What follows belongs to an exercise in optimizing a design on an open flow for small area and a short achievable clock period; a production flow would make more cautious choices.
At most, simulation tests tie the RTL to the original design; equivalence was not proved.
No functional check of the RTL was part of run 1.
Power is estimated from default activity; no workload was simulated.

===== config.mk =====
export PLATFORM = sky130hd
export DESIGN_NAME = pipeline
export DESIGN_NICKNAME = pipeline
export VERILOG_FILES = /design/flow/design.v
export SDC_FILE = /design/flow/constraint.sdc
export NUM_CORES = 4
export LEC_CHECK = 0
export CAP_MARGIN = 20
export CORE_MARGIN = 2
export CORE_UTILIZATION = 35
export CTS_CLUSTER_DIAMETER = 60
export CTS_CLUSTER_SIZE = 30
export GPL_ROUTABILITY_DRIVEN = 1
export PLACE_DENSITY = 0.45
export SETUP_SLACK_MARGIN = 5
export SLEW_MARGIN = 20
export SYNTH_HIERARCHICAL = 1
export SYNTH_MINIMUM_KEEP_SIZE = 1

===== constraint.sdc =====
create_clock -name core_clock -period 12.0 [get_ports {clk}]
set_input_delay 2.4000 -clock core_clock [delete_from_list [all_inputs] [get_ports {clk}]]
set_output_delay 2.4000 -clock core_clock [all_outputs]
set_load 0.01 [all_outputs]

===== design.v =====
module func_unit(
  input  [3:0]  FS,
  input         SLT,
  input  [4:0]  SH,
  input  [31:0] A,
  input  [31:0] B,
  output [31:0] F
);
  wire [31:0] bx  = ({32{FS[1]}} & B) | ({32{FS[0]}} & ~B);
  wire        cin = FS[0];
  wire [32:0] sum1 = {A, 1'b1} + {bx, cin};
  wire [31:0] sum = sum1[32:1];
  wire nb1 = ~B[31] ^ ~(|B[30:0]);
  wire v   = (A[31] == nb1) & (A[31] != sum[31]);
  wire lt  = sum[31] ^ v;
  reg [3:0] tt;
  always @(*) begin
    case (FS[2:0])
      3'b000:  tt = 4'b1000;  
      3'b001:  tt = 4'b1110;  
      3'b010:  tt = 4'b0110;  
      3'b011:  tt = 4'b0011;  
      default: tt = 4'b1010;  
    endcase
  end
  wire [31:0] lu = ({32{tt[3]}} &  A &  B) | ({32{tt[2]}} &  A & ~B) |
                   ({32{tt[1]}} & ~A &  B) | ({32{tt[0]}} & ~A & ~B);
  wire lsl = FS[1];
  wire [4:0] amt = lsl ? (5'd0 - SH) : SH;
  wire [63:0] bb = {B, B};
  wire [31:0] rot = bb >> amt;
  reg  [31:0] mask;
  integer k;
  always @(*)
    for (k = 0; k < 32; k = k + 1)
      mask[k] = lsl ? (k >= SH) : (k <= 31 - SH);
  wire [31:0] sh = rot & mask;
  wire shift = FS[3] & FS[2] & (FS[1] ^ FS[0]);
  assign F = SLT      ? {31'b0, lt} :
             ~FS[3]   ? sum :
             shift    ? sh  : lu;
endmodule
module instruction_decoder (
  input  [31:0] IR,
  output        RW,     
  output        LD,     
  output        SLT,    
  output        ST,     
  output        MA,     
  output        MB,     
  output        CS,     
  output        BR,     
  output        BZ,
  output        BNZ,
  output        JMP,    
  output        JMR
);
  wire [6:0] op = IR[31:25];
  localparam NOP  = 7'b000_0000,
             MOVA = 7'b100_0000,
             ADD  = 7'b000_0010,
             SUB  = 7'b000_0101,
             AND  = 7'b000_1000,
             OR   = 7'b000_1001,
             XOR  = 7'b000_1010,
             NOT  = 7'b000_1011,
             ADI  = 7'b010_0010,
             SBI  = 7'b010_0101,
             ANI  = 7'b010_1000,
             ORI  = 7'b010_1001,
             XRI  = 7'b010_1010,
             AIU  = 7'b100_0010,
             SIU  = 7'b100_0101,
             MOVB = 7'b000_1100,
             LSR  = 7'b000_1101,
             LSL  = 7'b000_1110,
             LDO  = 7'b001_0000,
             STO  = 7'b010_0000,
             JMRO = 7'b111_0000,
             SLTO = 7'b110_0101,
             BZO  = 7'b110_0000,
             BNZO = 7'b100_1000,
             JMPO = 7'b110_1000,
             JML  = 7'b011_0000;
  assign LD  = op == LDO;
  assign SLT = op == SLTO;
  assign ST  = op == STO;
  assign MA  = op == JML;
  assign BZ  = op == BZO;
  assign BNZ = op == BNZO;
  assign JMP = op == JMPO || op == JML;
  assign JMR = op == JMRO;
  assign BR  = BZ | BNZ | JMP;
  assign CS  = op == ADI || op == SBI || BR;
  assign MB  = CS || op == ANI || op == ORI || op == XRI || op == AIU || op == SIU;
  assign RW  = op == MOVA || op == MOVB || op == ADD || op == SUB || op == AND ||
               op == OR   || op == XOR  || op == LSR || op == LSL || op == NOT ||
               op == ADI  || op == SBI  || op == ANI || op == ORI || op == XRI ||
               op == AIU  || op == SIU  || LD || SLT || MA;
endmodule
module daddr_mux (
  input         sel,
  input  [10:0] din,
  input  [10:0] other,
  output [10:0] q
);
  assign q = sel ? din : other;
endmodule
module reg_next (
  input  l,
  input  h,
  input  d,
  input  q,
  output o
);
  assign o = (l & d) | (h & q);
endmodule
module rd3 (
  input  [2:0] s,
  input  [2:0] d,
  output       n
);
  assign n = ~|(s & d);
endmodule
module pipeline(
  input  clk, rst_n,
  input  [31:0] IR ,   
  input  [31:0] D_IN,   
  output [31:0] D_OUT,  
  output [10:0] I_ADDR,
  output [10:0] D_ADDR, 
  output reg im_oen,
  output reg dm_oen,
  output reg dm_wen,
  output reg halt
);
  reg  [31:0] PC, PC_1;
  reg  [31:0] ins;                  
  reg         iv;                   
  reg         flush_ID;             
  reg  [31:1] asel, bsel;           
  reg         HA, HB;               
  reg         WHB;                  
  reg  [31:0] EX_R;                 
  reg  [31:0] EX_T;                 
  reg  [4:0]  EX_DA;
  reg         EX_RW;                
  reg         EX_LD;                
  reg         EX_TAKE;              
  reg         EX_FL;                
  wire [31:0] RES     = EX_LD ? D_IN : EX_R;    
  wire [31:0] PC_NEXT = EX_TAKE ? EX_T : PC + 32'd1;
  reg  [31:0] rf [1:31];
  wire [31:0] rf_nxt [1:31];
  integer k;
  genvar gi, gb;
  generate
    for (gi = 1; gi < 32; gi = gi + 1) begin : w
      wire we = EX_RW && EX_DA == gi;
      wire l = rst_n & we, h = rst_n & ~we;
      for (gb = 0; gb < 32; gb = gb + 1) begin : b
        reg_next RN(.l(l), .h(h), .d(RES[gb]), .q(rf[gi][gb]),
                    .o(rf_nxt[gi][gb]));
      end
    end
  endgenerate
  always @(posedge clk)
    for (k = 1; k < 32; k = k + 1)
      rf[k] <= rf_nxt[k];
  wire ID_RW, ID_LD, ID_SLT, ID_ST, MA, MB, CS, ID_BR, ID_BZ, ID_BNZ,
       ID_JMP, ID_JMR;
  instruction_decoder INSDE(.IR(ins), .RW(ID_RW), .LD(ID_LD), .SLT(ID_SLT),
                            .ST(ID_ST), .MA(MA), .MB(MB), .CS(CS), .BR(ID_BR),
                            .BZ(ID_BZ), .BNZ(ID_BNZ), .JMP(ID_JMP),
                            .JMR(ID_JMR));
  wire [4:0] ID_DA = ins[24:20];
  wire       id_v  = iv & ~EX_TAKE;
  wire       rw_next = id_v & ID_RW & (|ID_DA);   
  wire [31:0] RA, RB;
  generate
    for (gb = 0; gb < 32; gb = gb + 1) begin : rd
      wire [10:0] ga, gbb;
      for (gi = 0; gi < 10; gi = gi + 1) begin : g
        rd3 RDA(.s(asel[3*gi+3:3*gi+1]),
                .d({rf[3*gi+3][gb], rf[3*gi+2][gb], rf[3*gi+1][gb]}),
                .n(ga[gi]));
        rd3 RDB(.s(bsel[3*gi+3:3*gi+1]),
                .d({rf[3*gi+3][gb], rf[3*gi+2][gb], rf[3*gi+1][gb]}),
                .n(gbb[gi]));
      end
      assign ga[10]  = ~(asel[31] & rf[31][gb]);
      assign gbb[10] = ~(bsel[31] & rf[31][gb]);
      assign RA[gb] = ~&ga;
      assign RB[gb] = ~&gbb;
    end
  endgenerate
  wire [31:0] IM  = {{17{CS & ins[14]}}, ins[14:0]};
  wire [31:0] BRA = PC_1 + IM;
  wire [31:0] BUS_A = MA ? PC_1 : HA ? RES : RA;
  wire [31:0] BUS_B = MB ? IM : HB ? (WHB ? 32'b0 : RES) : RB;
  wire [31:0] F;
  func_unit FUNCUNIT(.FS(ID_ST ? 4'b1100 : ins[28:25]), .SLT(ID_SLT),
                     .SH(ins[4:0]), .A(BUS_A), .B(BUS_B), .F(F));
  wire Z    = ~|BUS_A;
  wire take = ID_JMP | ID_JMR | (ID_BZ & Z) | (ID_BNZ & ~Z);
  daddr_mux DMUX(.sel(dm_wen & HA & EX_LD), .din(D_IN[10:0]),
                 .other(~dm_wen ? EX_T[10:0] : HA ? EX_R[10:0] : RA[10:0]),
                 .q(D_ADDR));
  assign D_OUT  = EX_R;
  assign I_ADDR = PC[10:0];
  wire squash_if = EX_TAKE | flush_ID;
  always @(posedge clk) begin
    ins      <= IR;
    for (k = 1; k < 32; k = k + 1) begin
      asel[k] <= IR[19:15] == k;
      bsel[k] <= IR[14:10] == k;
    end
    EX_R     <= F;
    EX_T     <= ID_BR ? BRA : BUS_A;
    EX_DA    <= ID_DA;
    EX_LD    <= ID_LD;
  end
  always @(posedge clk) begin
    if (!rst_n) begin
      PC       <= 0;
      PC_1     <= 0;
      im_oen   <= 1'b1;
      halt     <= 1'b0;
      iv       <= 1'b0;
      flush_ID <= 1'b0;
      dm_oen   <= 1'b1;
      dm_wen   <= 1'b1;
      EX_RW    <= 1'b0;
      EX_TAKE  <= 1'b0;
      EX_FL    <= 1'b0;
      HA       <= 1'b0;
      HB       <= 1'b0;
      WHB      <= 1'b0;
    end else begin
      PC       <= PC_NEXT;
      PC_1     <= PC;
      im_oen   <= 1'b0;
      halt     <= halt | (~squash_if & (&IR));
      iv       <= ~squash_if;
      flush_ID <= EX_FL;
      dm_oen   <= ~(id_v & ID_LD);
      dm_wen   <= ~(id_v & ID_ST);
      EX_RW    <= rw_next;
      EX_TAKE  <= id_v & take;
      EX_FL    <= id_v & take & ~ID_JMR;
      HA       <= rw_next & (IR[19:15] == ID_DA);
      HB       <= rw_next & (IR[14:10] == ID_DA);
      WHB      <= EX_RW & (IR[14:10] == EX_DA);
    end
  end
endmodule

===== flow/run.sh =====
#!/bin/bash
set -euo pipefail
bash standard.sh \
  SETUP_SLACK_MARGIN=6.6 \
  "BUFFER_PORTS_ARGS=-buffer_cell sky130_fd_sc_hd__buf_4" \
  "CTS_ARGS=-sink_clustering_enable -repair_clock_nets -sink_clustering_size 30 -sink_clustering_max_diameter 60 -dont_use_dummy_load" \
  finish > standard_flow.log 2>&1

===== standard.sh =====
#!/bin/bash
# synth_recipe.tcl (not shown) runs the flow's synth.tcl, then flattens the netlist and writes it again
# the make line also repeats each setting of config.mk as NAME=value (left out here)
make -C /OpenROAD-flow-scripts/flow DESIGN_CONFIG=/design/flow/config.mk WORK_HOME=/design/flow/orfs CLKGATE_MAP_FILE= SYNTH_SCRIPT=/design/flow/synth_recipe.tcl "${@:-finish}"

==> qor.csv, run 1 <==
metric,value,unit
grt_max_degree,66,
worstPathCellList,buf_6 > a222oi_1 > nand4b_1 > a2111oi_2 > buf_4 > a21oi_1 > mux2_2 > mux2_4 > buf_4,
grt_pass1_vias,50926,
first_iter_violations,12473,
cp_slowest_cell,a222oi_1,
wl,329,mm
status,finished clean,
fin_skew,0.107,ns
cp.buffers_inverters,3,
p_per_area,126,mW/mm^2
final_core_util,42.7,%
tns,0,ns
start_util,35.2,%
final_nets,5778,
cts_hold_buf,0,
cts-buffers-inserted,117,
antenna_found_initial,13,
leakagePower,24.7,nW
num_vias,55910,
startpoint_type,flop,
core,0.156,sq mm
ir_drop,0.120,mV
holdCritPathClass,reg -> reg,
dp_hpwl,207,mm
critPathCaptureType,output pin,
hold_viol,0,
fin_crit_sh,57.2,%
drv_slew,0,
first_pass_iters,11,
drcViolationCount,0,
netlist_instances,5177,
yosys_warnings,10,
row_count,145,
cts_root_buffer,clkbuf_16,
io_pins,124,
grt_pass1_wl,440,mm
cp_max_fo,32,
avgViaCountPerCell,7.26,
pre_cts_slack,5.44,ns
syn2layout_area_growth,21.2,%
slew_headroom,8.21,%
rsz0062_at_grt,true,
fp.dieW,401,microns
cp_top_family,compound AO/OA/AOI/OAI gates,
drv_cap,0,
cp.arrival,4.46,ns
insertion_delay,0.79,ns
wl_per_cell,42.7,microns
setup_ws,5.14,ns
crit_top_cell,buf_4,
htreeDepth,3,
track_usage,38.6,%
max_freq,0.146,GHz
clk_pin_slew,0.08,ns
syn_avg_cell_area,10.6,sq um
crit_required,9.60,ns
clockBufferDepth,3,
path_class,reg -> out,
finalSetupViolCount,0,
overflow,0,
drtAntennaViolNets,0,
drive_gt1_share,18.8,%
syn_area,0.0550,sq mm
port_buffers,123,
die_area,0.160,sq mm
fin_crit,6.86,ns
cts_tree,done,
tightest_slew,1.38,ns
die-height,401,microns
cts_sinks,1227,
slowest_delay,0.86,ns
gp_congestion,0.969,
[report_power, final]
part           internal (mW)  switching (mW)
Clock                   1.69            1.63
Sequential              4.10          0.0433
Combinational          0.243           0.712
Total                   6.03            2.39
[timing repair]
| item | in CTS | in global routing |
|---|---|---|
| resized for setup | 274 | 128 |
| pin swaps | 146 | 145 |
| setup endpoints to repair | 50 | 39 |
| cloned | 17 | 2 |
| buffers inserted | 94 | 39 |
[worst register-to-register path: cells and delay by family (launching register included)]
family / cells / cell delay [ns]
AND/OR/NAND/NOR: 3 / 1.12
adder cells (fa/ha/maj): 1 / 0.52
flip-flops: 1 / 0.35
AO/OA/AOI/OAI: 7 / 2.70
buffers and inverters: 4 / 0.60
multiplexers: 1 / 0.16
[layer usage]
metal  track usage, %  routed length [microns]  vias up
met4             26.0                    27800        6
met5            0.833                      201        -
li1                 -                        -    22977
met1             47.7                   122000    27855
met2             58.6                   141000     4229
met3             10.6                    38200      843
[registers in the layout, indices dropped and copies added, names as in the netlist, 5 cells and up]
register	flops
rf	992
EX_R	32
EX_T	32
PC	32
PC_1	32
asel	31
bsel	31
ins	27
EX_DA	5
[per-stage QoR]
stage | hold WS, ns | area (sq um) | cells | total power [mW]
2_1_floorplan | 0.380 | 55000 | 5177 | 4.63
3_3_place_gp | 0.414 | 60200 | 7418 | 5.10
3_5_place_dp | 0.413 | 60200 | 7421 | 5.09
4_1_cts | 0.437 | 65700 | 7649 | 8.38
5_1_grt | 0.459 | 66700 | 7698 | 8.57
6_report | 0.431 | 66700 | 7705 | 8.42
[path summary, 6_finish.rpt]
check | end | startpoint | slack, ns | cells past startpoint
min | EX_DA[0]$_DFF_P_ | ins[20]$_DFF_P_ | 0.43 | 0
max | D_ADDR[5] | asel[8]$_DFF_P_ | 5.14 | 9
max reg2reg | EX_R[0]$_DFF_P_ | asel[7]$_DFF_P_ | 6.38 | 16
min reg2reg | EX_DA[0]$_DFF_P_ | ins[20]$_DFF_P_ | 0.43 | 0
[placed cells by master, fill, tap and decap left out, drive strengths merged, types with 44 or more instances in the layout]
| master | n |
|---|---|
| a2111oi | 72 |
| nand3 | 71 |
| and2 | 44 |
| nand4 | 129 |
| mux4 | 46 |
| a22o | 993 |
| xnor2 | 51 |
| ha | 72 |
| a222oi | 640 |
| nand2 | 212 |
| mux2i | 124 |
| a211oi | 49 |
| clkbuf | 121 |
| nor3 | 60 |
| nor2 | 304 |
| buf | 507 |
| inv | 74 |
| o21ai | 155 |
| a21oi | 176 |
| mux2 | 56 |
| dfxtp | 1227 |
[area by class of cell]
class,instances,area [sq um]
Sequential cell,1227,24600
Antenna cell,11,27.5
Fill cell,14873,89500
Multi-Input combinational cell,3687,31300
Clock buffer,117,2930
Tap cell,2058,2570
Inverter,77,298
Timing Repair Buffer,528,4950
==> run 2: changes to the inputs <==
--- a/design.v
+++ b/design.v
@@ -123,4 +123,22 @@
   assign n = ~|(s & d);
 endmodule
+module rd_nand4 (
+  input  [3:0] a,
+  output       y
+);
+  assign y = ~&a;
+endmodule
+module rd_nand3 (
+  input  [2:0] a,
+  output       y
+);
+  assign y = ~&a;
+endmodule
+module rd_nor3 (
+  input  [2:0] a,
+  output       y
+);
+  assign y = ~|a;
+endmodule
 module pipeline(
   input  clk, rst_n,
@@ -177,8 +195,10 @@
   wire       id_v  = iv & ~EX_TAKE;
   wire       rw_next = id_v & ID_RW & (|ID_DA);   
-  wire [31:0] RA, RB;
+  wire [31:0] RAn, RBn;
+  wire [31:0] RA = ~RAn, RB = ~RBn;
   generate
     for (gb = 0; gb < 32; gb = gb + 1) begin : rd
       wire [10:0] ga, gbb;
+      wire [2:0]  ha, hb;
       for (gi = 0; gi < 10; gi = gi + 1) begin : g
         rd3 RDA(.s(asel[3*gi+3:3*gi+1]),
@@ -191,6 +211,12 @@
       assign ga[10]  = ~(asel[31] & rf[31][gb]);
       assign gbb[10] = ~(bsel[31] & rf[31][gb]);
-      assign RA[gb] = ~&ga;
-      assign RB[gb] = ~&gbb;
+      rd_nand4 A0(.a(ga[3:0]),  .y(ha[0]));
+      rd_nand4 A1(.a(ga[7:4]),  .y(ha[1]));
+      rd_nand3 A2(.a(ga[10:8]), .y(ha[2]));
+      rd_nand4 B0(.a(gbb[3:0]),  .y(hb[0]));
+      rd_nand4 B1(.a(gbb[7:4]),  .y(hb[1]));
+      rd_nand3 B2(.a(gbb[10:8]), .y(hb[2]));
+      rd_nor3 AN(.a(ha), .y(RAn[gb]));
+      rd_nor3 BN(.a(hb), .y(RBn[gb]));
     end
   endgenerate
==> run 2 against run 1 <==
Non-clock buffer count is 174 lower. Combinational power is 7.1% lower. Total power is 1.8% lower. Count of clock-buffer cells in the layout is 4 lower. Still clean. Highest routed layer unchanged.
==> qor.csv, run 2 <==
metric,value,unit,change
final_nets,5719,,-1.0%
slew_headroom,19.3,%,+11 points
cts_root_buffer,clkbuf_16,,
die-height,402,microns,+0.38%
num_vias,55174,,-1.3%
grt_max_degree,63,,-4.5%
syn_avg_cell_area,10.4,sq um,-2.1%
start_util,35.1,%,-0.093 points
row_count,146,,+0.69%
port_buffers,123,,unchanged
cp_top_family,simple AND/OR/NAND/NOR gates,,
netlist_instances,5330,,+3.0%
first_iter_violations,11656,,-6.6%
worstPathCellList,a222oi_1 > nand4_1 > nor3_4 > buf_6 > nor2_1 > a21oi_2 > a21oi_2 > mux2_4 > buf_6,,
hold_viol,0,,unchanged
tns,0,ns,unchanged
final_common_cell,dfxtp_1,,
drv_cap,0,,unchanged
ir_drop,0.119,mV,-0.50%
htreeDepth,3,,unchanged
cts_tree,done,,
grt_pass1_vias,50997,,+0.14%
insertion_delay,0.77,ns,-0.02 ns
startpoint_type,flop,,
tightest_slew,1.21,ns,-0.169 ns
fp.dieW,402,microns,+0.38%
drcViolationCount,0,,unchanged
cts_hold_buf,0,,unchanged
dp_hpwl,183,mm,-11%
power_frac_comb,10.7,%,-0.6 points
cp_max_fo,6,,-81%
layout_common_cells,"dfxtp_1 (1157), a22o_1 (995), a222oi_1 (640), buf_4 (294), nor2_1 (263)",,
fin_skew,0.107,ns,+0.000277 ns
finalSetupViolCount,0,,unchanged
antenna_found_initial,14,,+1
switching_share,27.9,%,-0.47 points
rsz0062_at_grt,true,,
internal_power,5.97,mW,-1.1%
cts_sinks,1227,,unchanged
grt_pass1_wl,407,mm,-7.5%
first_pass_iters,14,,+3
crit_required,9.60,ns,about the same
clk_pin_slew,0.07,ns,about the same
slowest_delay,0.78,ns,-0.08 ns
fin_crit,6.12,ns,-0.739 ns
io_pins,124,,unchanged
cp.buffers_inverters,2,,-1
p_per_area,129,mW/mm^2,+1.9%
cts-buffers-inserted,113,,-3.4%
leakagePower,23.1,nW,-6.5%
regMostFlops,rf,,
fin_crit_sh,51.0,%,-6.2 points
path_class,reg -> out,,
drtAntennaViolNets,0,,unchanged
drive_gt1_share,15.2,%,-3.5 points
wl,300,mm,-8.7%
core,0.158,sq mm,+1.0%
wl_per_cell,39.1,microns,-8.4%
avgViaCountPerCell,7.19,,-0.94%
yosys_warnings,10,,unchanged
largest_register_ffs,992,,unchanged
clkPwrFrac,39.0,%,-0.5 points
overflow,0,,unchanged
power_frac_seq,50.3,%,+1.1 points
clockBufferDepth,3,,unchanged
holdCritPathClass,reg -> reg,,
track_usage,34.9,%,-3.8 points
cp_slowest_cell,nand4_1,,
die_area,0.162,sq mm,+0.77%
syn_area,0.0555,sq mm,+0.78%
syn2layout_area_growth,15.9,%,
max_freq,0.163,GHz,+12%
power_switching,2.31,mW,-3.4%
status,finished clean,,
p_total,8.27,mW,-1.8%
gp_congestion,0.967,,-0.15%
critPathCaptureType,output pin,,
n_fill_cell,15402,,+3.6%
drv_slew,0,,unchanged
cp.arrival,3.72,ns,-0.74 ns
run 2: cell types whose count changed in the layout (fill, tap and decap cells not counted), sizes merged, moves of 19 or more:
cell,change
a2111oi,-63
a21o,-25
buf,-161
inv,-19
nand2,+32
nand3,+46
nand4,+28
nand4b,-20
nor2b,+20
nor3,+83
o21ai,+21
run 2: repair_timing:
| action | in CTS | in global routing |
|---|---|---|
| gates resized for setup | 73 | 113 |
| setup endpoints to repair | 24 | 33 |
| pin swaps | 43 | 75 |
| buffers inserted | 10 | 22 |
| cloned | 2 | 7 |
| hold endpoints to repair | 0 | 0 |
run 2: worst register-to-register path: cells and delay by family (launching register included):
kind | cells | cell delay [ns]
mux | 4 | 1.21
simple gates | 3 | 1.43
flops | 1 | 0.45
compound gates | 5 | 1.81
buf+inv | 1 | 0.37
run 2: final timing paths:
| path | depth (start not counted) | from | endpoint | slack (ns) |
|---|---|---|---|---|
| worst max register to register | 13 | bsel[15]$_DFF_P_ | EX_R[0]$_DFF_P_ | 6.52 |
| worst min register to register | 2 | EX_T[26]$_DFF_P_ | PC[26]$_SDFF_PN0_ | 0.42 |
| worst min-delay path | 2 | EX_T[26]$_DFF_P_ | PC[26]$_SDFF_PN0_ | 0.42 |
| worst max-delay path | 9 | asel[24]$_DFF_P_ | D_ADDR[5] | 5.88 |
run 2: per-stage QoR:
step / instances / worst slack, ns / cell area, sq um / util, % / hold WS, ns
2_1_floorplan: 5330 / 6.63 / 55500 / - / 0.380
3_3_place_gp: 7506 / 5.56 / 60100 / 38.1 / 0.423
3_5_place_dp: 7508 / 5.55 / 60100 / 38.1 / 0.429
4_1_cts: 7633 / 5.95 / 63400 / 40.2 / 0.425
5_1_grt: 7669 / 5.87 / 64300 / 40.7 / 0.449
6_report: 7676 / 5.88 / 64300 / 40.7 / 0.420
run 2: power by group through the flow:
stage | Combinational, mW | Sequential [mW] | Clock, mW
final | 0.887 | 4.16 | 3.23
after global routing | 0.910 | 4.16 | 3.39
after CTS | 0.846 | 4.16 | 3.26
after detailed placement | 0.837 | 4.25 | 0
after global placement | 0.841 | 4.25 | 0
after floorplan | 0.418 | 4.24 | 0
run 2: cell type report:
class	instances	area (sq um)	share of cell area (%)
flip-flops and latches	1227	24700	38.4
inverters	69	269	0.418
diodes	11	27.5	0.0428
clock buffers	113	2830	4.40
repair buffers	354	3250	5.06
multi-input cells	3830	30600	47.7
well taps	2072	2590	4.03
run 2: metal layers:
layer  share of wire (%)  track usage (%)  routed length (microns)  vias to the layer above
li1                    -                -                        -                    23008
met1                  40             46.0                   121000                    27582
met2                  43             52.0                   128000                     3844
met3                  11             8.77                    32400                      734
met4                 6.4             19.3                    19300                        6
met5               0.089                0                      268                        -
==> run 3: changes to the inputs <==
--- a/design.v
+++ b/design.v
@@ -99,11 +99,9 @@
                op == AIU  || op == SIU  || LD || SLT || MA;
 endmodule
-module daddr_mux (
-  input         sel,
-  input  [10:0] din,
-  input  [10:0] other,
-  output [10:0] q
-);
-  assign q = sel ? din : other;
+module ao221 (
+  input  a1, a2, b1, b2, c,
+  output x
+);
+  assign x = (a1 & a2) | (b1 & b2) | c;
 endmodule
 module reg_next (
@@ -116,28 +114,22 @@
   assign o = (l & d) | (h & q);
 endmodule
-module rd3 (
-  input  [2:0] s,
-  input  [2:0] d,
-  output       n
-);
-  assign n = ~|(s & d);
-endmodule
-module rd_nand4 (
+module rd4 (
+  input  [3:0] s,
+  input  [3:0] d,
+  output       y
+);
+  assign y = |(s & d);
+endmodule
+module rd_nor4 (
   input  [3:0] a,
   output       y
 );
+  assign y = ~|a;
+endmodule
+module rd_nand2 (
+  input  [1:0] a,
+  output       y
+);
   assign y = ~&a;
-endmodule
-module rd_nand3 (
-  input  [2:0] a,
-  output       y
-);
-  assign y = ~&a;
-endmodule
-module rd_nor3 (
-  input  [2:0] a,
-  output       y
-);
-  assign y = ~|a;
 endmodule
 module pipeline(
@@ -195,34 +187,42 @@
   wire       id_v  = iv & ~EX_TAKE;
   wire       rw_next = id_v & ID_RW & (|ID_DA);   
-  wire [31:0] RAn, RBn;
-  wire [31:0] RA = ~RAn, RB = ~RBn;
+  wire [31:0] RA, RB;
+  wire [31:0] sa = {asel, 1'b0};
+  wire [31:0] sb = {bsel, 1'b0};
   generate
     for (gb = 0; gb < 32; gb = gb + 1) begin : rd
-      wire [10:0] ga, gbb;
-      wire [2:0]  ha, hb;
-      for (gi = 0; gi < 10; gi = gi + 1) begin : g
-        rd3 RDA(.s(asel[3*gi+3:3*gi+1]),
-                .d({rf[3*gi+3][gb], rf[3*gi+2][gb], rf[3*gi+1][gb]}),
-                .n(ga[gi]));
-        rd3 RDB(.s(bsel[3*gi+3:3*gi+1]),
-                .d({rf[3*gi+3][gb], rf[3*gi+2][gb], rf[3*gi+1][gb]}),
-                .n(gbb[gi]));
+      wire [31:0] d;
+      assign d[0] = 1'b0;
+      for (gi = 1; gi < 32; gi = gi + 1) begin : c
+        assign d[gi] = rf[gi][gb];
       end
-      assign ga[10]  = ~(asel[31] & rf[31][gb]);
-      assign gbb[10] = ~(bsel[31] & rf[31][gb]);
-      rd_nand4 A0(.a(ga[3:0]),  .y(ha[0]));
-      rd_nand4 A1(.a(ga[7:4]),  .y(ha[1]));
-      rd_nand3 A2(.a(ga[10:8]), .y(ha[2]));
-      rd_nand4 B0(.a(gbb[3:0]),  .y(hb[0]));
-      rd_nand4 B1(.a(gbb[7:4]),  .y(hb[1]));
-      rd_nand3 B2(.a(gbb[10:8]), .y(hb[2]));
-      rd_nor3 AN(.a(ha), .y(RAn[gb]));
-      rd_nor3 BN(.a(hb), .y(RBn[gb]));
+      wire [7:0] ga, gbb;
+      wire [1:0] ha, hb;
+      for (gi = 0; gi < 8; gi = gi + 1) begin : g
+        rd4 RDA(.s(sa[4*gi+3:4*gi]), .d(d[4*gi+3:4*gi]), .y(ga[gi]));
+        rd4 RDB(.s(sb[4*gi+3:4*gi]), .d(d[4*gi+3:4*gi]), .y(gbb[gi]));
+      end
+      rd_nor4 A0(.a(ga[3:0]), .y(ha[0]));
+      rd_nor4 A1(.a(ga[7:4]), .y(ha[1]));
+      rd_nor4 B0(.a(gbb[3:0]), .y(hb[0]));
+      rd_nor4 B1(.a(gbb[7:4]), .y(hb[1]));
+      rd_nand2 AN(.a(ha), .y(RA[gb]));
+      rd_nand2 BN(.a(hb), .y(RB[gb]));
     end
   endgenerate
   wire [31:0] IM  = {{17{CS & ins[14]}}, ins[14:0]};
   wire [31:0] BRA = PC_1 + IM;
-  wire [31:0] BUS_A = MA ? PC_1 : HA ? RES : RA;
-  wire [31:0] BUS_B = MB ? IM : HB ? (WHB ? 32'b0 : RES) : RB;
+  wire aPC = MA,  aR = ~MA & HA & ~EX_LD, aD = ~MA & HA & EX_LD, aF = ~MA & ~HA;
+  wire bIM = MB,  bR = ~MB & HB & ~WHB & ~EX_LD, bD = ~MB & HB & ~WHB & EX_LD,
+       bF = ~MB & ~HB;
+  wire [31:0] BUS_A, BUS_B;
+  generate
+    for (gb = 0; gb < 32; gb = gb + 1) begin : opm
+      ao221 MXA(.a1(aF), .a2(RA[gb]), .b1(aD), .b2(D_IN[gb]),
+                .c((aPC & PC_1[gb]) | (aR & EX_R[gb])), .x(BUS_A[gb]));
+      ao221 MXB(.a1(bF), .a2(RB[gb]), .b1(bD), .b2(D_IN[gb]),
+                .c((bIM & IM[gb]) | (bR & EX_R[gb])), .x(BUS_B[gb]));
+    end
+  endgenerate
   wire [31:0] F;
   func_unit FUNCUNIT(.FS(ID_ST ? 4'b1100 : ins[28:25]), .SLT(ID_SLT),
@@ -230,7 +230,11 @@
   wire Z    = ~|BUS_A;
   wire take = ID_JMP | ID_JMR | (ID_BZ & Z) | (ID_BNZ & ~Z);
-  daddr_mux DMUX(.sel(dm_wen & HA & EX_LD), .din(D_IN[10:0]),
-                 .other(~dm_wen ? EX_T[10:0] : HA ? EX_R[10:0] : RA[10:0]),
-                 .q(D_ADDR));
+  wire dD = dm_wen & HA & EX_LD, dR = dm_wen & HA & ~EX_LD, dF = dm_wen & ~HA;
+  generate
+    for (gb = 0; gb < 11; gb = gb + 1) begin : dam
+      ao221 MXD(.a1(dF), .a2(RA[gb]), .b1(dD), .b2(D_IN[gb]),
+                .c((~dm_wen & EX_T[gb]) | (dR & EX_R[gb])), .x(D_ADDR[gb]));
+    end
+  endgenerate
   assign D_OUT  = EX_R;
   assign I_ADDR = PC[10:0];
==> flow/run.sh (replaced) <==
#!/bin/bash
set -euo pipefail
bash standard.sh \
  SETUP_SLACK_MARGIN=6.8 \
  "BUFFER_PORTS_ARGS=-buffer_cell sky130_fd_sc_hd__buf_4" \
  "CTS_ARGS=-sink_clustering_enable -repair_clock_nets -sink_clustering_size 30 -sink_clustering_max_diameter 75 -dont_use_dummy_load" \
  finish > standard_flow.log 2>&1
--- a/config.mk
+++ b/config.mk
@@ -9,5 +9,5 @@
 export CORE_MARGIN = 2
 export CORE_UTILIZATION = 35
-export CTS_CLUSTER_DIAMETER = 60
+export CTS_CLUSTER_DIAMETER = 75
 export CTS_CLUSTER_SIZE = 30
 export GPL_ROUTABILITY_DRIVEN = 1
==> run 3 against run 2 <==
Count of clock-buffer cells in the layout shrank 17. Worst hold slack gained 0.011 ns. Routed wire length grew 8.3%. First-iteration DRC count shrank 26%. Total power grew 3.3%. Die area grew 4.7%. Clock skew grew 0.0052 ns. Still clean on timing, DRC and antenna.
==> qor.csv, run 3 <==
metric,value,unit,change
status,finished clean,,
drtAntennaViolNets,0,,unchanged
max_freq,0.184,GHz,+12%
track_usage,36.3,%,+1.4 points
tightest_slew,1.26,ns,+0.0514 ns
startpoint_type,flop,,
p_per_area,124,mW/mm^2,-3.5%
cts_root_buffer,clkbuf_16,,
first_pass_iters,6,,-8
cp_slowest_cell,nor4_4,,
cp.arrival,3.04,ns,-0.68 ns
row_count,149,,+2.1%
die-height,412,microns,+2.3%
wl,325,mm,+8.3%
hold_viol,0,,unchanged
drive_gt1_share,15.5,%,+0.26 points
grt_pass1_wl,435,mm,+6.9%
overflow,0,,unchanged
grt_pass1_vias,52948,,+3.8%
worstPathCellList,buf_12 > buf_12 > a22oi_2 > nand2_2 > nor4_4 > nand2_1 > a221o_1 > buf_6,,
syn_avg_cell_area,9.78,sq um,-6.1%
holdCritPathClass,reg -> reg,,
num_vias,58015,,+5.1%
final_common_cell,dfxtp_1,,
crit_required,9.60,ns,about the same
path_class,reg -> out,,
start_util,35.2,%,+0.084 points
grt_max_degree,61,,-3.2%
avgViaCountPerCell,6.76,,-6.0%
fin_crit,5.44,ns,-0.679 ns
io_pins,124,,unchanged
final_nets,6517,,+14%
die_area,0.169,sq mm,+4.7%
cts_tree,done,,
drv_cap,0,,unchanged
netlist_instances,5945,,+12%
ir_drop,0.101,mV,-15%
drcViolationCount,0,,unchanged
wl_per_cell,37.9,microns,-3.1%
largest_register_ffs,992,,unchanged
gp_congestion,0.963,,-0.41%
fp.dieW,412,microns,+2.3%
crit_top_cell,buf_12,,
place_area,0.0633,sq mm,+5.3%
insertion_delay,0.80,ns,+0.03 ns
tns,0,ns,unchanged
syn_area,0.0581,sq mm,+4.8%
dp_hpwl,202,mm,+10%
fin_crit_sh,45.3,%,-5.7 points
slew_headroom,15.9,%,-3.4 points
port_buffers,123,,unchanged
cts_sinks,1227,,unchanged
leakagePower,27.2,nW,+17%
regMostFlops,rf,,
rsz0062_at_grt,true,,
slowest_delay,0.62,ns,-0.16 ns
antenna_found_initial,18,,+4
syn2layout_area_growth,18.4,%,
critPathCaptureType,output pin,,
core,0.165,sq mm,+4.5%
finalSetupViolCount,0,,unchanged
layout_common_cells,"dfxtp_1 (1200), a22o_1 (1040), a22oi_1 (977), nand2_1 (753), buf_4 (304)",,
fin_skew,0.112,ns,+0.00518 ns
cts-buffers-inserted,96,,-15%
final_cell_area,0.0688,sq mm,+7.0%
htreeDepth,3,,unchanged
first_iter_violations,8600,,-26%
cp_max_fo,8,,+2
yosys_warnings,10,,unchanged
fin_hold_ws,0.431,ns,+0.0109 ns
drv_slew,0,,unchanged
clk_pin_slew,0.11,ns,+0.04 ns
clockBufferDepth,3,,unchanged
## run 3: cell types whose count changed in the layout (fill, tap and decap cells not counted), moves of 56 or more
| cell | before | now |
|---|---|---|
| a21oi_1 | 151 | 95 |
| nor4_2 | 3 | 67 |
| nand3_1 | 117 | 46 |
| a22oi_1 | 4 | 977 |
| a222oi_1 | 640 | 0 |
| conb_1 | 0 | 128 |
| nor4_4 | 0 | 64 |
| a221o_1 | 1 | 70 |
| nand2_1 | 243 | 753 |
| nand4_1 | 157 | 24 |
## run 3: metrics by stage
stage / instances / setup WS [ns] / utilization [%] / total power, mW
2_1_floorplan: 6072 / 6.81 / - / 4.89
3_3_place_gp: 8384 / 5.30 / 38.4 / 5.58
3_5_place_dp: 8385 / 5.19 / 38.4 / 5.56
4_1_cts: 8541 / 6.53 / 41.0 / 8.50
5_1_grt: 8580 / 6.55 / 41.7 / 8.74
6_report: 8585 / 6.56 / 41.7 / 8.54
## run 3: worst max-delay path: cells and delay by family, from the launching register on
| kind | cells | cell delay (ns) |
|---|---|---|
| buffers and inverters | 3 | 0.44 |
| AND/OR/NAND/NOR | 3 | 0.92 |
| AO/OA/AOI/OAI | 2 | 0.58 |
| flip-flops | 1 | 0.33 |
## run 3: final timing paths
path | start | to | slack (ns) | cells after the start
max | asel[20]$_DFF_P_ | D_ADDR[9] | 6.56 | 8
max reg2reg | asel[2]$_DFF_P_ | EX_R[0]$_DFF_P_ | 6.63 | 16
min | EX_T[17]$_DFF_P_ | PC[17]$_SDFF_PN0_ | 0.43 | 2
min reg2reg | EX_T[17]$_DFF_P_ | PC[17]$_SDFF_PN0_ | 0.43 | 2
## run 3: layout make-up
| cell class | instances | area (sq um) |
|---|---|---|
| Multi-Input combinational cell | 4631 | 34700 |
| Fill cell | 16143 | 96200 |
| Inverter | 36 | 140 |
| Timing Repair Buffer | 401 | 4160 |
| Antenna cell | 5 | 12.5 |
| Clock buffer | 96 | 2400 |
| Tap cell | 2189 | 2740 |
| Sequential cell | 1227 | 24600 |
## run 3: power breakdown
group          total, mW  internal (mW)  switching [mW]
Sequential          4.21           4.11           0.101
Clock               2.96           1.41            1.56
Combinational       1.37          0.357            1.01
Total               8.54           5.87            2.67
## run 3: routing by layer
| layer | share of wire [%] | up-vias | wire [microns] | track usage [%] |
|---|---|---|---|---|
| met2 | 42 | 3690 | 137000 | 53.5 |
| li1 | - | 24564 | - | - |
| met5 | 0.039 | - | 128 | 0 |
| met4 | 6.4 | 20 | 20900 | 19.6 |
| met1 | 40 | 28993 | 132000 | 47.8 |
| met3 | 11 | 748 | 35200 | 10.0 |
## run 3: timing repair
action | CTS | global route
hold buffers | 0 | 0
pin swaps | 60 | 71
setup buffers | 45 | 30
cloned | 15 | 9
hold endpoints to repair | 0 | 0
resized for setup | 249 | 152
endpoints found under the setup margin | 43 | 32
==> run 4: changes to the inputs <==
--- a/design.v
+++ b/design.v
@@ -188,10 +188,9 @@
   wire       rw_next = id_v & ID_RW & (|ID_DA);   
   wire [31:0] RA, RB;
-  wire [31:0] sa = {asel, 1'b0};
-  wire [31:0] sb = {bsel, 1'b0};
+  wire [31:1] sa = asel;
+  wire [31:1] sb = bsel;
   generate
     for (gb = 0; gb < 32; gb = gb + 1) begin : rd
-      wire [31:0] d;
-      assign d[0] = 1'b0;
+      wire [31:1] d;
       for (gi = 1; gi < 32; gi = gi + 1) begin : c
         assign d[gi] = rf[gi][gb];
@@ -199,5 +198,7 @@
       wire [7:0] ga, gbb;
       wire [1:0] ha, hb;
-      for (gi = 0; gi < 8; gi = gi + 1) begin : g
+      rd4 RDA0(.s({sa[3:1], sa[1]}), .d({d[3:1], d[1]}), .y(ga[0]));
+      rd4 RDB0(.s({sb[3:1], sb[1]}), .d({d[3:1], d[1]}), .y(gbb[0]));
+      for (gi = 1; gi < 8; gi = gi + 1) begin : g
         rd4 RDA(.s(sa[4*gi+3:4*gi]), .d(d[4*gi+3:4*gi]), .y(ga[gi]));
         rd4 RDB(.s(sb[4*gi+3:4*gi]), .d(d[4*gi+3:4*gi]), .y(gbb[gi]));
==> flow/run.sh (replaced) <==
#!/bin/bash
set -euo pipefail
bash standard.sh \
  SETUP_SLACK_MARGIN=6.6 \
  "BUFFER_PORTS_ARGS=-buffer_cell sky130_fd_sc_hd__buf_4" \
  "CTS_ARGS=-sink_clustering_enable -repair_clock_nets -sink_clustering_size 30 -sink_clustering_max_diameter 75 -dont_use_dummy_load" \
  finish > standard_flow.log 2>&1
==> run 4 against run 3 <==
Still clean. Synthesized cell count hardly changed. Die area is essentially flat. Combinational power shrank 41%.
==> qor.csv, run 4 <==
metric,value,unit,change
clk_pin_slew,0.10,ns,about the same
drv_slew,0,,unchanged
status,finished clean,,
gp_congestion,0.982,,+1.9%
rr_endpoint,EX_R[7]$_DFF_P_,,
syn2layout_area_growth,16.7,%,
syn_area,0.0581,sq mm,about the same
clockBufferDepth,3,,unchanged
clkPwrFrac,38.0,%,+3.3 points
fin_hold_ws,0.436,ns,+0.00512 ns
wl_per_cell,38.4,microns,+1.4%
finalSetupViolCount,0,,unchanged
startpoint_type,flop,,
cp.arrival,3.05,ns,about the same
leakagePower,26.9,nW,-1.0%
fin_crit,5.45,ns,+0.0106 ns
row_count,149,,unchanged
die_area,0.169,sq mm,about the same
cts-buffers-inserted,100,,+4.2%
drcViolationCount,0,,unchanged
n_fill_cell,16048,,-0.59%
first_pass_iters,6,,unchanged
antenna_found_initial,8,,-10
crit_required,9.60,ns,about the same
port_buffers,123,,unchanged
reg2regPathDepth,14,,-2
wl,325,mm,about the same
final_common_cell,dfxtp_1,,
insertion_delay,0.80,ns,about the same
grt_pass1_vias,52620,,-0.62%
tns,0,ns,unchanged
holdCritPathClass,reg -> reg,,
ir_drop,0.123,mV,+22%
die-height,412,microns,about the same
rr_startpoint,bsel[1]$_DFF_P_,,
regMostFlops,rf,,
p_per_area,118,mW/mm^2,-5.2%
track_usage,36.3,%,+0.049 points
grt_max_degree,60,,-1.6%
r2r_slack,6.59,ns,-0.04 ns
power_frac_comb,10.0,%,-6.0 points
cts_root_buffer,clkbuf_16,,
syn_avg_cell_area,9.78,sq um,about the same
overflow,0,,unchanged
first_iter_violations,8532,,-0.79%
cts_tree,done,,
power_frac_seq,52.0,%,+2.7 points
fin_crit_sh,45.4,%,+0.088 points
yosys_warnings,10,,unchanged
path_class,reg -> out,,
hold_viol,0,,unchanged
num_vias,57826,,-0.33%
switching_share,28.1,%,-3.1 points
holdPathEnd,PC[5]$_SDFF_PN0_,,
io_pins,124,,unchanged
cp_max_fo,16,,+8
hold_start,EX_T[5]$_DFF_P_,,
drv_cap,0,,unchanged
slew_headroom,14.2,%,-1.7 points
drtAntennaViolNets,0,,unchanged
critPathCaptureType,output pin,,
core,0.165,sq mm,unchanged
min_path_cells,2,,unchanged
final_nets,6385,,-2.0%
drive_gt1_share,15.0,%,-0.46 points
internal_power,5.74,mW,-2.2%
layout_common_cells,"dfxtp_1 (1199), a22o_1 (1040), a22oi_1 (996), nand2_1 (765), buf_4 (313)",,
netlist_instances,5944,,-0.017%
avgViaCountPerCell,6.84,,+1.2%
htreeDepth,3,,unchanged
cts_sinks,1227,,unchanged
power_switching,2.25,mW,-16%
dp_hpwl,203,mm,+0.63%
fin_skew,0.149,ns,+0.0371 ns
rsz0062_at_grt,true,,
largest_register_ffs,992,,unchanged
tightest_slew,1.28,ns,+0.0172 ns
grt_pass1_wl,436,mm,+0.22%
max_freq,0.183,GHz,-0.19%
fp.dieW,412,microns,about the same
start_util,35.2,%,about the same
## run 4: changes by cell type in the layout (fill, tap and decap cells not counted), moves of 12 or more
cell     before  now
a22oi_2      50   31
conb_1      128    0
nor4_4       64   51
a22oi_1     977  996
nand2_2      34   22
nor4_2       67   79
nand2_1     753  765
## run 4: area by class of cell
type | count | area [sq um] | area share, %
Inverter | 36 | 140 | 0.207
Clock buffer | 100 | 2500 | 3.69
Tap cell | 2189 | 2740 | 4.04
Antenna cell | 8 | 20.0 | 0.0295
Timing Repair Buffer | 393 | 3930 | 5.80
Multi-Input combinational cell | 4503 | 33900 | 49.9
Sequential cell | 1227 | 24600 | 36.3
## run 4: stage by stage
| stage | area [sq um] | cells | setup WS, ns | total power, mW | util, % |
|---|---|---|---|---|---|
| floorplan | 58100 | 5944 | 6.63 | 4.58 | - |
| global placement | 62800 | 8259 | 5.35 | 5.00 | 38.1 |
| detailed placement | 62800 | 8259 | 5.36 | 5.00 | 38.1 |
| CTS | 66600 | 8403 | 6.56 | 7.98 | 40.4 |
| global route | 67800 | 8448 | 6.52 | 8.17 | 41.1 |
| finish | 67900 | 8456 | 6.55 | 7.99 | 41.1 |
## run 4: routing by layer
| layer | global-route usage (%) | wire [microns] | vias up |
|---|---|---|---|
| li1 | - | - | 24425 |
| met1 | 49.0 | 135000 | 29004 |
| met2 | 52.5 | 136000 | 3691 |
| met3 | 9.33 | 33500 | 704 |
| met4 | 20.3 | 21300 | 2 |
| met5 | 0 | 7 | - |
## run 4: repair_timing
action	in CTS	in global routing
setup buffers	32	32
hold buffers	0	0
cloned	12	11
resized for setup	161	142
endpoints found under the setup margin	42	29
pin swaps	33	53
## run 4: power groups by stage
stage               clock, mW  sequential (mW)  combinational, mW
floorplan                   0             4.23              0.344
detailed placement          0             4.25              0.749
global placement            0             4.25              0.755
CTS                      3.06             4.15              0.765
global route             3.21             4.15              0.812
finish                   3.03             4.16              0.802
## run 4: worst max-delay path by stage
stage                           from          endpoint  slack, ns
floorplan            ins[31]$_DFF_P_  EX_R[23]$_DFF_P_       6.63
global placement     ins[31]$_DFF_P_  EX_R[23]$_DFF_P_       5.35
detailed placement   ins[31]$_DFF_P_  EX_R[23]$_DFF_P_       5.36
CTS                  ins[31]$_DFF_P_  EX_R[23]$_DFF_P_       6.56
global route         bsel[1]$_DFF_P_  EX_R[28]$_DFF_P_       6.52
finish              asel[26]$_DFF_P_         D_ADDR[8]       6.55
## run 4: critical path, stage by stage, from the launching register on
cell     delay, ns
dfxtp_4       0.35
buf_12        0.15
a22oi_2       0.18
nand2_2       0.13
nor4_4        0.76
nand2_1       0.17
a221o_1       0.43
buf_6         0.14
==> run 5: changes to the inputs <==
--- a/design.v
+++ b/design.v
@@ -145,4 +145,5 @@
   output reg halt
 );
+  integer k;
   reg  [31:0] PC, PC_1;
   reg  [31:0] ins;                  
@@ -160,8 +161,19 @@
   reg         EX_FL;                
   wire [31:0] RES     = EX_LD ? D_IN : EX_R;    
-  wire [31:0] PC_NEXT = EX_TAKE ? EX_T : PC + 32'd1;
+  reg  [31:0] PC_INC, ia;
+  integer d;
+  always @(*) begin
+    ia = PC;
+    for (d = 1; d < 32; d = d * 2)
+      for (k = 2*d - 1; k < 32; k = k + 2*d)
+        ia[k] = ia[k] & ia[k-d];
+    for (d = 8; d >= 1; d = d / 2)
+      for (k = 3*d - 1; k < 32; k = k + 2*d)
+        ia[k] = ia[k] & ia[k-d];
+    PC_INC = PC ^ {ia[30:0], 1'b1};
+  end
+  wire [31:0] PC_NEXT = EX_TAKE ? EX_T : PC_INC;
   reg  [31:0] rf [1:31];
   wire [31:0] rf_nxt [1:31];
-  integer k;
   genvar gi, gb;
   generate
@@ -213,5 +225,22 @@
   endgenerate
   wire [31:0] IM  = {{17{CS & ins[14]}}, ins[14:0]};
-  wire [31:0] BRA = PC_1 + IM;
+  reg  [31:0] BRA, bg, bp, BG, BP;
+  always @(*) begin
+    bg = PC_1 & IM;
+    bp = PC_1 ^ IM;
+    BG = bg;
+    BP = bp;
+    for (d = 1; d < 32; d = d * 2)
+      for (k = 2*d - 1; k < 32; k = k + 2*d) begin
+        BG[k] = BG[k] | (BP[k] & BG[k-d]);
+        BP[k] = BP[k] & BP[k-d];
+      end
+    for (d = 8; d >= 1; d = d / 2)
+      for (k = 3*d - 1; k < 32; k = k + 2*d) begin
+        BG[k] = BG[k] | (BP[k] & BG[k-d]);
+        BP[k] = BP[k] & BP[k-d];
+      end
+    BRA = bp ^ {BG[30:0], 1'b0};
+  end
   wire aPC = MA,  aR = ~MA & HA & ~EX_LD, aD = ~MA & HA & EX_LD, aF = ~MA & ~HA;
   wire bIM = MB,  bR = ~MB & HB & ~WHB & ~EX_LD, bD = ~MB & HB & ~WHB & EX_LD,
==> flow/run.sh (replaced) <==
#!/bin/bash
set -euo pipefail
bash standard.sh \
  SETUP_SLACK_MARGIN=6.6 \
  "BUFFER_PORTS_ARGS=-buffer_cell sky130_fd_sc_hd__buf_4" \
  "CTS_ARGS=-sink_clustering_enable -repair_clock_nets -sink_clustering_size 25 -sink_clustering_max_diameter 90 -dont_use_dummy_load" \
  finish > standard_flow.log 2>&1
--- a/config.mk
+++ b/config.mk
@@ -9,6 +9,6 @@
 export CORE_MARGIN = 2
 export CORE_UTILIZATION = 35
-export CTS_CLUSTER_DIAMETER = 75
-export CTS_CLUSTER_SIZE = 30
+export CTS_CLUSTER_DIAMETER = 90
+export CTS_CLUSTER_SIZE = 25
 export GPL_ROUTABILITY_DRIVEN = 1
 export PLACE_DENSITY = 0.45
==> run 5 against run 4 <==
Still clean on timing, DRC and antenna. Synthesized cell count shrank 2.3%. Die area shrank 0.84%. Clock power shrank 15%.
==> qor.csv, run 5 <==
metric,value,unit,change
clk_pin_slew,0.10,ns,about the same
gp_congestion,0.968,,-1.4%
drv_slew,0,,unchanged
track_usage,35.7,%,-0.65 points
drv_cap,0,,unchanged
grt_pass1_wl,428,mm,-2.0%
internal_power,5.36,mW,-6.6%
worstPathCellList,buf_4 > a22oi_1 > nand2_1 > nor4_2 > nand2_1 > a221o_1 > mux4_1 > mux2i_1 > mux2i_1 > mux2i_1 > nor3_1 > a2111oi_0 > a21oi_1,,
holdCritPathClass,reg -> reg,,
finalSetupViolCount,0,,unchanged
leakagePower,26.6,nW,-1.1%
io_pins,124,,unchanged
crit_top_cell,mux2i_1,,
die_area,0.168,sq mm,-0.84%
wl_per_cell,38.3,microns,-0.23%
avgViaCountPerCell,6.87,,+0.40%
reg2regPathDepth,13,,-1
crit_required,12.51,ns,+2.91 ns
start_util,35.3,%,+0.097 points
power_switching,2.16,mW,-3.9%
core,0.163,sq mm,-1.1%
final_nets,6282,,-1.6%
drive_gt1_share,14.9,%,-0.18 points
min_path_cells,0,,-2
cts-buffers-inserted,73,,-27%
seq_area,0.0247,sq mm,about the same
cp_top_family,compound AO/OA/AOI/OAI gates,,
max_freq,0.180,GHz,-1.7%
r2r_slack,6.46,ns,-0.13 ns
grt_max_degree,65,,+8.3%
rsz0062_at_grt,true,,
grt_pass1_vias,52236,,-0.73%
power_frac_seq,55.3,%,+3.3 points
htreeDepth,3,,unchanged
clockBufferDepth,3,,unchanged
ir_drop,0.108,mV,-12%
met2WireLength,133,mm,-1.9%
cp.buffers_inverters,1,,-1
die-height,410,microns,-0.42%
multi_input_area,0.0334,sq mm,-1.3%
fin_crit_sh,46.2,%,+0.77 points
cp_max_fo,22,,+6
hold_viol,0,,unchanged
overflow,0,,unchanged
cp_slowest_cell,a2111oi_0,,
p_total,7.52,mW,-5.8%
path_class,reg -> reg,,
syn2layout_area_growth,15.8,%,
clkPwrFrac,34.4,%,-3.6 points
route.met3.wl,34.4,mm,+2.6%
cts_sinks,1227,,unchanged
tns,0,ns,unchanged
syn_area,0.0576,sq mm,-0.85%
status,finished clean,,
path_depth,13,,+6
wirelength_met1,133,mm,-1.4%
critPathCaptureType,flop,,
port_buffers,123,,unchanged
slowest_delay,0.83,ns,+0.07 ns
fp.dieW,410,microns,-0.42%
layout_common_cells,"dfxtp_1 (1188), a22o_1 (1040), a22oi_1 (997), nand2_1 (732), buf_4 (311)",,
place_inst,8120,,-1.7%
fin_crit,5.54,ns,+0.0921 ns
setup_ws,6.46,ns,-0.0921 ns
p_per_area,113,mW/mm^2,-4.3%
startpoint_type,flop,,
switching_share,28.7,%,+0.59 points
first_iter_violations,8700,,+2.0%
stdcell_count,8301,,-1.8%
pre_cts_slack,5.45,ns,+0.0869 ns
power_frac_comb,10.3,%,+0.3 points
fin_skew,0.0989,ns,-0.0502 ns
cts_root_buffer,clkbuf_16,,
drtAntennaViolNets,0,,unchanged
row_count,148,,-0.67%
regMostFlops,rf,,
drcViolationCount,0,,unchanged
n_fill_cell,15952,,-0.60%
wl,318,mm,-2.1%
largest_register_ffs,992,,unchanged
first_pass_iters,8,,+2
fin_hold_ws,0.387,ns,-0.0484 ns
dp_hpwl,192,mm,-5.4%
slew_headroom,23.0,%,+8.7 points
final_common_cell,dfxtp_1,,
cts_tree,done,,
cts_hold_buf,0,,unchanged
tightest_slew,1.15,ns,-0.130 ns
yosys_warnings,10,,unchanged
syn_avg_cell_area,9.92,sq um,+1.5%
num_vias,56995,,-1.4%
netlist_instances,5809,,-2.3%
highest_layer,met5,,
cp.arrival,6.05,ns,+3.00 ns
insertion_delay,0.73,ns,-0.07 ns
antenna_found_initial,24,,+16
-- run 5: per-stage QoR --
stage | util [%] | area, sq um
floorplan | - | 57600
global placement | 38.3 | 62500
detailed placement | 38.3 | 62500
CTS | 40.2 | 65600
global route | 40.9 | 66700
finish | 40.9 | 66700
-- run 5: final timing paths --
path / start / to
min reg2reg: ins[22]$_DFF_P_ / EX_DA[2]$_DFF_P_
max reg2reg: bsel[14]$_DFF_P_ / EX_R[0]$_DFF_P_
max: bsel[14]$_DFF_P_ / EX_R[0]$_DFF_P_
min: ins[22]$_DFF_P_ / EX_DA[2]$_DFF_P_
-- run 5: per-layer routing --
metal | up-vias | GRT usage [%]
met5 | - | 0
met4 | 16 | 18.4
met3 | 747 | 9.11
met2 | 3749 | 51.3
met1 | 28635 | 48.9
li1 | 23848 | -
-- run 5: cell type report --
class                      count  share of cell area [%]
antenna                       14                  0.0525
clock buffer                  73                    2.74
inverter                      51                   0.300
multi-input combinational   4370                    50.1
sequential                  1227                    37.0
tap                         2175                    4.08
timing repair buffer         390                    5.79
timing repair inverter         1                 0.00750
-- run 5: power by group through the flow --
stage / Sequential [mW] / Combinational, mW / Clock [mW]
final: 4.16 / 0.779 / 2.59
after global routing: 4.16 / 0.789 / 2.74
after CTS: 4.16 / 0.742 / 2.60
after detailed placement: 4.25 / 0.723 / 0
after global placement: 4.25 / 0.727 / 0
after floorplan: 4.23 / 0.338 / 0
-- run 5: worst reg2reg max path, delay by kind of cell (launching register included) --
family,cells,cell delay (ns)
AOI/OAI and AO/OA,4,1.83
and+or+nand+nor,4,1.46
muxes,4,1.20
DFF,1,0.49
buffers and inverters,1,0.39
-- run 5: repair_timing --
action	CTS	global route
setup endpoints to repair	57	28
setup buffers	46	30
gates cloned	7	11
pin swaps	37	45
resized for setup	169	126
==> run 6: changes to the inputs <==
--- a/config.mk
+++ b/config.mk
@@ -8,9 +8,9 @@
 export CAP_MARGIN = 20
 export CORE_MARGIN = 2
-export CORE_UTILIZATION = 35
+export CORE_UTILIZATION = 42
 export CTS_CLUSTER_DIAMETER = 90
 export CTS_CLUSTER_SIZE = 25
 export GPL_ROUTABILITY_DRIVEN = 1
-export PLACE_DENSITY = 0.45
+export PLACE_DENSITY = 0.52
 export SETUP_SLACK_MARGIN = 5
 export SLEW_MARGIN = 20
==> run 6 against run 5 <==
Setup slack better by 0.055 ns. Flip-flop and latch count stayed put. Still clean on timing, DRC and antenna. Critical endpoint is now D_ADDR[10]. Highest routed layer unchanged. Sequential power barely moved. Cell count shrank 5.0%. Worst hold slack got worse by 0.017 ns. Sequential share of layout area rose by 0.35 points.
==> qor.csv, run 6 <==
metric,value,unit,change
status,finished clean,,
startpoint_type,flop,,
internal_power,5.17,mW,-3.6%
port_buffers,123,,unchanged
ir_drop,0.120,mV,+11%
met2WireLength,126,mm,-4.9%
path_class,reg -> out,,
highest_layer,met5,,
route.met3.wl,37.2,mm,+8.1%
final_nets,6267,,-0.24%
power_frac_comb,10.7,%,+0.4 points
netlist_instances,5809,,unchanged
crit_required,9.60,ns,-2.91 ns
grt_max_degree,66,,+1.5%
min_path_cells,2,,+2
fin_hold_ws,0.370,ns,-0.0174 ns
num_vias,56833,,-0.28%
drcViolationCount,0,,unchanged
switching_share,28.7,%,about the same
cts_tree,done,,
clk_pin_slew,0.11,ns,about the same
wl,305,mm,-4.2%
gp_congestion,0.991,,+2.4%
fin_crit_sh,45.7,%,-0.46 points
insertion_delay,0.80,ns,+0.07 ns
wirelength_met1,119,mm,-10%
first_pass_iters,10,,+2
overflow,0,,unchanged
track_usage,41.4,%,+5.7 points
rsz0062_at_grt,true,,
setup_ws,6.51,ns,+0.0548 ns
power_switching,2.08,mW,-3.6%
largest_register_ffs,992,,unchanged
syn_avg_cell_area,9.92,sq um,unchanged
fp.dieW,374,microns,-8.6%
fin_skew,0.168,ns,+0.0696 ns
cts_sinks,1227,,unchanged
n_fill_cell,12694,,-20%
cts-buffers-inserted,60,,-18%
clkPwrFrac,32.0,%,-2.4 points
htreeDepth,2,,-1
drv_slew,0,,unchanged
syn_area,0.0576,sq mm,unchanged
cp.arrival,3.09,ns,-2.96 ns
critPathCaptureType,output pin,,
slew_headroom,22.2,%,-0.79 points
io_pins,124,,unchanged
regMostFlops,rf,,
fin_crit,5.49,ns,-0.0548 ns
cp_max_fo,10,,-55%
drive_gt1_share,14.7,%,-0.13 points
pre_cts_slack,5.22,ns,-0.226 ns
grt_pass1_wl,416,mm,-2.7%
grt_pass1_vias,52183,,-0.10%
tns,0,ns,unchanged
p_total,7.25,mW,-3.6%
p_per_area,110,mW/mm^2,-2.6%
row_count,135,,-8.8%
clockBufferDepth,3,,unchanged
yosys_warnings,10,,unchanged
holdCritPathClass,reg -> reg,,
die-height,374,microns,-8.6%
slowest_delay,0.57,ns,-0.26 ns
finalSetupViolCount,0,,unchanged
syn2layout_area_growth,14.6,%,
antenna_found_initial,20,,-17%
reg2regPathDepth,13,,unchanged
cp_slowest_cell,nor4_4,,
dp_hpwl,186,mm,-3.3%
drtAntennaViolNets,0,,unchanged
leakagePower,26.6,nW,about the same
drv_cap,0,,unchanged
first_iter_violations,9335,,+7.3%
avgViaCountPerCell,7.21,,+5.0%
tightest_slew,1.16,ns,+0.0118 ns
hold_viol,0,,unchanged
cts_hold_buf,0,,unchanged
worstPathCellList,buf_12 > buf_16 > a22oi_1 > nand2_1 > nor4_4 > nand2_2 > a221o_1 > buf_6,,
die_area,0.140,sq mm,-17%
max_freq,0.182,GHz,+1.0%
final_common_cell,dfxtp_1,,
wl_per_cell,38.7,microns,+0.85%
cts_root_buffer,clkbuf_16,,
layout_common_cells,"dfxtp_1 (1197), a22o_1 (1040), a22oi_1 (999), nand2_1 (728), buf_4 (310)",,
start_util,42.4,%,+7.1 points
power_frac_seq,57.3,%,+2.0 points
core,0.136,sq mm,-17%
run 6: cell types whose count changed in the layout (fill, tap and decap cells not counted), sizes merged:
cell	delta
buf	-7
bufbuf	+10
clkbuf	-18
diode	-6
run 6: per-stage QoR:
stage               cell area [sq um]  cells  util (%)
floorplan                       57600   5809         -
global placement                62000   7741      45.6
detailed placement              62000   7741      45.6
CTS                             65200   7863      48.0
global route                    66000   7879      48.6
finish                          66000   7886      48.6
run 6: per-layer routing:
| layer | global-route usage, % | up-vias |
|---|---|---|
| met1 | 54.2 | 28067 |
| met4 | 25.1 | 14 |
| li1 | - | 23819 |
| met5 | 0 | - |
| met2 | 59.4 | 4056 |
| met3 | 12.8 | 877 |
run 6: power by group through the flow:
stage               sequential [mW]  clock (mW)  combinational [mW]
floorplan                      4.23           0               0.338
global placement               4.25           0               0.718
detailed placement             4.25           0               0.714
CTS                            4.15        2.33               0.735
global route                   4.16        2.46               0.782
finish                         4.16        2.32               0.775
run 6: path summary, 6_finish.rpt:
kind / start / endpoint / slack (ns)
setup / recovery: asel[18]$_DFF_P_ / D_ADDR[10] / 6.51
hold / removal: EX_T[15]$_DFF_P_ / PC[15]$_SDFF_PN0_ / 0.37
setup reg to reg: bsel[10]$_DFF_P_ / EX_R[0]$_DFF_P_ / 6.72
hold reg to reg: EX_T[15]$_DFF_P_ / PC[15]$_SDFF_PN0_ / 0.37
run 6: layout make-up:
class / instances / area [sq um] / area share, %
multi-input combinational: 4370 / 33500 / 50.7
sequential: 1227 / 24600 / 37.3
timing repair buffer: 388 / 3940 / 5.97
tap: 1781 / 2230 / 3.38
clock buffer: 60 / 1500 / 2.27
inverter: 51 / 200 / 0.303
antenna: 8 / 20.0 / 0.0303
timing repair inverter: 1 / 5.00 / 0.00758
run 6: repair_timing:
action,4_1_cts,5_1_grt
setup buffers,45,9
gates resized for setup,189,133
setup endpoints to repair,52,29
pin swaps,40,51
gates cloned,17,6
run 6: worst max-delay path: cells and delay by family (launching register included):
kind / cells / cell delay, ns
flip-flops: 1 / 0.35
buffers and inverters: 3 / 0.45
AND/OR/NAND/NOR: 3 / 0.84
AO/OA/AOI/OAI: 2 / 0.59

what the ideal ports hide:
The results above use ideal ports. As a check the final layouts listed here were re-extracted and re-timed, cells and wires unchanged.
Step 1, drivers: a clkbuf_16 drives clk and a buf_2 each remaining input, both assumed.
Step 2 adds t to the input delays and takes it off the output delays; t is the mean of the earliest and latest rising clock arrival at the registers after step 1. Input paths then give back, and output paths get back, about the clock's delay inside the block.
Three values: ideal, step 1, step 2; two values: the first two.
run | t, ns | slack for setup (ns) | hold WS [ns] | worst register clock-pin slew, ns | pins driven straight from the clock port
run 1 | 0.825 | 5.141 / 5.055 / 5.819 | 0.431 / 0.431 / 0.431 | 0.09 / 0.09 | 1
run 2 | 0.801 | 5.880 / 5.798 / 5.908 | 0.420 / 0.420 / 0.420 | 0.09 / 0.09 | 1
run 3 | 0.830 | 6.559 / 6.478 / 6.277 | 0.431 / 0.431 / 0.431 | 0.12 / 0.12 | 1
run 4 | 0.801 | 6.549 / 6.469 / 6.290 | 0.436 / 0.436 / 0.436 | 0.11 / 0.11 | 1
run 5 | 0.767 | 6.457 / 6.457 / 6.366 | 0.387 / 0.387 / 0.387 | 0.11 / 0.11 | 1
run 6 | 0.800 | 6.512 / 6.430 / 6.313 | 0.370 / 0.370 / 0.370 | 0.11 / 0.11 | 1
After both steps setup and hold are still met in every run listed. The setup slack of run 3, which loses most, moves by -0.081 ns with the drivers and by -0.282 ns with both steps.
